This is an optimization exercise on Yosys and OpenROAD, whose aim is small area, not a production implementation.
In this exercise RTL edits were held to simulation tests only and were not proved equivalent to the original.
Power and IR drop assume default switching activity.

==> run H: inputs <==
==> flow/design.v (excerpt) <==
module pipelined_processor (
  input clk,
  input reset,
  input [31:0] instruction_in,  
  output reg [31:0] result_out  
);
==> module pipelined_processor, before the edit <==
module pipelined_processor (
  input clk,
  input reset,
  input [31:0] instruction_in,  
  output reg [31:0] result_out  
);
  wire [5:0] opcode;
  wire [4:0] rd;
  wire [4:0] rs1;
  wire [4:0] rs2;
  wire [15:0] immediate;
  assign opcode = instruction_in[31:26];
  assign rd = instruction_in[25:21];
  assign rs1 = instruction_in[20:16];
  assign rs2 = instruction_in[15:11];
  assign immediate = instruction_in[15:0];
  reg [31:0] registers [31:0];
  reg [31:0] if_id_instruction;
  reg [31:0] id_ex_instruction;
  reg [31:0] ex_mem_wb_instruction;
  reg [31:0] id_ex_rs1_data;
  reg [31:0] id_ex_rs2_data;
  reg [31:0] ex_mem_wb_result;
  reg [31:0] ex_mem_wb_memory_address;
  reg [31:0] memory [255:0];  
  initial $readmemh("dmem.hex", memory);
  integer i;
  always @(posedge clk or posedge reset) begin
    if (reset) begin
      if_id_instruction <= 32'b0;
      id_ex_instruction <= 32'b0;
      ex_mem_wb_instruction <= 32'b0;
      result_out <= 32'b0;
      id_ex_rs1_data <= 32'b0;
      id_ex_rs2_data <= 32'b0;
      ex_mem_wb_result <= 32'b0;
      ex_mem_wb_memory_address <= 32'b0;
      for (i = 0; i < 32; i = i + 1) registers[i] <= 32'b0;
    end else begin
      if (ex_mem_wb_instruction[31:26] == 6'b000000 || ex_mem_wb_instruction[31:26] == 6'b000001 || ex_mem_wb_instruction[31:26] == 6'b000010) begin  
        registers[ex_mem_wb_instruction[25:21]] <= ex_mem_wb_result;
      end
      result_out <= registers[1];  
      case (id_ex_instruction[31:26])
        6'b000000: ex_mem_wb_result <= id_ex_rs1_data + id_ex_rs2_data;  
        6'b000001: ex_mem_wb_result <= id_ex_rs1_data - id_ex_rs2_data;  
        6'b000010: begin  
          ex_mem_wb_memory_address <= id_ex_rs1_data + id_ex_instruction[15:0];
          ex_mem_wb_result <= memory[ex_mem_wb_memory_address[9:2]];  
        end
        default: ex_mem_wb_result <= 32'b0;
      endcase
      ex_mem_wb_instruction <= id_ex_instruction;
      id_ex_rs1_data <= registers[id_ex_instruction[20:16]];
      id_ex_rs2_data <= registers[id_ex_instruction[15:11]];
      id_ex_instruction <= if_id_instruction;
      if_id_instruction <= instruction_in;
    end
  end
endmodule
export LEC_CHECK = 0
export CAP_MARGIN = 20
export CORE_MARGIN = 2
export CORE_UTILIZATION = 22
export SLEW_MARGIN = 20
export SYNTH_MEMORY_MAX_BITS = 65536
create_clock -name core_clock -period 8.0 [get_ports {clk}]
run.sh (not shown) runs the stock make flow with config.mk's settings and CLKGATE_MAP_FILE= SYNTH_SCRIPT=/design/flow/synth_recipe.tcl, a recipe that flattens the netlist after the stock synthesis.
==> inputs of run E, as changes to run H <==
==> flow/design.v (replaced) <==
module pipelined_processor (
  input clk,
  input reset,
  input [31:0] instruction_in,
  output reg [31:0] result_out
);
  reg [31:0] memory [255:0];
  initial $readmemh("dmem.hex", memory);
  reg [31:0] rf [31:0];
  reg [31:0] valid;    
  reg        w3d;
  reg [4:0]  rd3n;
  reg [1:0]  op1;       
  reg [4:0]  rd1, rs1_1;
  reg [15:0] imm1;
  reg        nw2;
  reg [4:0]  rd2, ra2, rb2;
  reg        nw3;
  reg [4:0]  rd3;
  reg [31:0] x3;
  reg [31:0] y;
  reg [7:0]  n;
  wire [5:0] op_in = instruction_in[31:26];
  wire [1:0] opc_in = (op_in == 6'd0) ? 2'd0 : (op_in == 6'd1) ? 2'd1 : (op_in == 6'd2) ? 2'd2 : 2'd3;
  wire [31:0] va = {valid[31:2], 1'b1, valid[0]};
  wire [31:0] sa = va & (32'd1 << ra2);
  wire [31:0] sb = va & (32'd1 << rb2);
  wire [31:0] we = nw3 ? 32'd0 : (32'd1 << rd3);
  wire [31:0] hold = w3d ? ~(32'd1 << ~rd3n) : 32'hFFFFFFFF;
  reg [31:0] ra, rb;
  reg [10:0] ta, tb;
  integer k, b;
  always @(*) begin
    for (b = 0; b < 32; b = b + 1) begin
      ta = 11'd0; tb = 11'd0;
      for (k = 0; k < 32; k = k + 1) begin
        ta[k/3] = ta[k/3] | (rf[k][b] & sa[k]);
        tb[k/3] = tb[k/3] | (rf[k][b] & sb[k]);
      end
      ra[b] = |ta;
      rb[b] = |tb;
    end
  end
  reg [10:0] ac;
  reg [9:0]  addr;
  integer m;
  always @(*) begin
    ac[0] = 1'b0;
    for (m = 0; m < 10; m = m + 1) begin
      addr[m] = ra[m] ^ imm1[m] ^ ac[m];
      ac[m+1] = (ra[m] & imm1[m]) | (ac[m] & (ra[m] ^ imm1[m]));
    end
  end
  wire        sub = op1[0];
  wire [31:0] bx = rb ^ {32{sub}};
  wire [31:0] p = ra ^ bx;
  wire [31:0] g = ra & bx;
  reg  [31:0] gg, pp;
  reg  [31:0] cy;
  integer i, d;
  always @(*) begin
    gg = g; pp = p;
    for (d = 1; d < 32; d = d * 2)
      for (i = 2*d - 1; i < 32; i = i + 2*d) begin
        gg[i] = gg[i] | (pp[i] & gg[i-d]);
        pp[i] = pp[i] & pp[i-d];
      end
    for (d = 8; d >= 1; d = d / 2)
      for (i = 3*d - 1; i < 32; i = i + 2*d) begin
        gg[i] = gg[i] | (pp[i] & gg[i-d]);
        pp[i] = pp[i] & pp[i-d];
      end
    cy[0] = sub;
    for (i = 1; i < 32; i = i + 1) cy[i] = gg[i-1] | (pp[i-1] & sub);
  end
  wire [31:0] sum = p ^ cy;
  wire [31:0] y_next = op1[1] ? memory[n] : sum;
  always @(posedge clk or posedge reset) begin
    if (reset) begin
      op1 <= 2'd3; nw2 <= 1'b1; nw3 <= 1'b1; w3d <= 1'b0;
      n <= 8'd0;
      valid <= 32'd0;
      result_out <= 32'd0;
      rf[1] <= 32'd0;
    end else begin
      result_out <= rf[1];
      rf[1] <= (x3 & {32{we[1]}}) | (rf[1] & {32{hold[1]}});
      valid <= valid | we;
      nw3 <= nw2;
      w3d <= ~nw2;
      if (op1 == 2'd2) n <= addr[9:2];
      nw2 <= (op1 == 2'd3);
      op1 <= opc_in;
    end
  end
  always @(posedge clk) begin
    x3 <= y; rd3 <= rd2; rd3n <= ~rd2;
    y <= y_next;
    rd2 <= rd1; ra2 <= rs1_1; rb2 <= imm1[15:11];
    rd1 <= instruction_in[25:21]; rs1_1 <= instruction_in[20:16]; imm1 <= instruction_in[15:0];
  end
  genvar gi;
  generate
    for (gi = 0; gi < 32; gi = gi + 1) begin : regs
      if (gi != 1) begin : r
        always @(posedge clk)
          rf[gi] <= (x3 & {32{we[gi]}}) | (rf[gi] & {32{hold[gi]}});
      end
    end
  endgenerate
endmodule
==> flow/flow/run.sh (new file) <==
#!/bin/bash
set -euo pipefail
HERE=$(pwd)

# ORFS synth.tcl, with the ABC script swapped after synth_preamble.tcl sets it.
sed 's#^source \$::env(SCRIPTS_DIR)/synth_preamble.tcl$#&\nset abc_args [lreplace $abc_args 1 1 '"$HERE"'/flow/own.abc]\nputs "own abc script: [lindex $abc_args 1]"#' \
  "$FLOW_HOME/scripts/synth.tcl" > "$HERE/own_synth_orfs.tcl"
grep -q "own abc script" "$HERE/own_synth_orfs.tcl"

# The standard flow's synthesis script, sourcing the copy above instead of ORFS's synth.tcl.
sed 's#^source \$::env(SCRIPTS_DIR)/synth.tcl$#source '"$HERE"'/own_synth_orfs.tcl#' \
  "$HERE/synth_recipe.tcl" > "$HERE/own_synth.tcl"
grep -q "own_synth_orfs.tcl" "$HERE/own_synth.tcl"

CTS="-sink_clustering_enable -repair_clock_nets -dont_use_dummy_load -sink_clustering_size 20 -sink_clustering_max_diameter 80 -buf_list sky130_fd_sc_hd__clkbuf_16"

bash "$HERE/standard.sh" SYNTH_SCRIPT="$HERE/own_synth.tcl" synth > "$HERE/synth.log" 2>&1
grep -q "own abc script" "$HERE"/orfs/logs/*/pipelined_processor/base/1_2_yosys.log
bash "$HERE/standard.sh" SYNTH_SCRIPT="$HERE/own_synth.tcl" CTS_ARGS="$CTS" finish > "$HERE/layout.log" 2>&1
test -f "$HERE/out/final.def"
==> flow/flow/own.abc (new file) <==
strash
&get -n
&st
&dch
&nf -a -R 1000
&put
==> flow/standard.sh (new file) <==
#!/bin/bash
# synth_recipe.tcl (not shown) runs the flow's synth.tcl, then flattens the netlist and writes it again
# the make line also repeats each setting of config.mk as NAME=value (left out here)
make -C /OpenROAD-flow-scripts/flow DESIGN_CONFIG=/design/flow/config.mk WORK_HOME=/design/flow/orfs CLKGATE_MAP_FILE= SYNTH_SCRIPT=/design/flow/synth_recipe.tcl "${@:-finish}"
- CORE_UTILIZATION: 22 -> 45
removed: flow/run.sh
==> comparison table <==
Net switching power: run E 7.87 mW; run H 6.94 mW
Buf+Inv Stages, Crit Path: run E 1; run H 2
Area post-placement: run E 0.0582 sq mm; run H 0.0739 sq mm
Vias per Instance: run E 8.32; run H 6.38
Master of the slowest instance on the critical path: run E nand4_1; run H o21ai_0
Die Span X: run E 347 um; run H 560 um
Post-placement setup slack: run E 1.29 ns; run H 3.31 ns
Final layout net count: run E 5,623; run H 6,245
Global routing met2 resource utilization: run E 70.8%; run H 34.3%
Clk_skew: run E 0.133 ns; run H 0.0272 ns
Share of total power in combinational logic: run E 38.0%; run H 28.0%
Biggest fanout along the worst timing path: run E 13; run H 14
Worst flop-to-flop path endpoint: run E y[30]; run H ex_mem_wb_result[10]
Reg-to-reg slack, setup: run E 0.73 ns; run H 3.09 ns
Stage delay of the slowest cell on the critical path: run E 0.91 ns; run H 0.88 ns
Initial antenna violation count: run E 22; run H 49
Required time reported for the critical path endpoint: run E 8.56 ns; run H 8.69 ns
Layout buffer count excluding clock buffers: run E 327; run H 310
Total wire length: run E 312 mm; run H 411 mm
Crit share post-route: run E 90.9%; run H 61.4%
Average wire length per cell after detail routing: run E 44.2 um; run H 39.5 um
Filler Cell Count: run E 10,800; run H 32,600
Initial cell density of the core: run E 45.5%; run H 22.1%
Synthesized instance count: run E 5,122; run H 6,365
Outcome: run E no timing/DRC/antenna violations; run H no timing/DRC/antenna violations
Invs w/o clock: run E 42; run H 30
Routability-driven placement congestion ratio: run E 1.10; run H 1.05

-- afterwards: timing with drivers on the ports --
No port has a modelled driver above. Below, the same layouts with a new extraction and two added sets of constraints.
Step 1 assumes that a clkbuf_16 drives the clock port and a buf_2 every other input.
Step 2 times the ports against the registers' clock, not the clock port: input delays grow and output delays shrink by t, the midpoint of the rising clock arrivals with the driver on.
a / b / c = ideal / step 1 / step 2; a / b = the first two.
| run | t (ns) | setup WS [ns] | worst hold slack (ns) | worst data-port slew with drivers (ns) |
|---|---|---|---|---|
| run H | 0.883 | 3.090 / 3.090 / 3.090 | 0.344 / 0.344 / 0.344 | 0.10 |
| run E | 0.726 | 0.729 / 0.729 / 0.729 | 0.250 / 0.250 / 0.250 | 0.05 |
After both steps setup and hold are still met in every run listed.
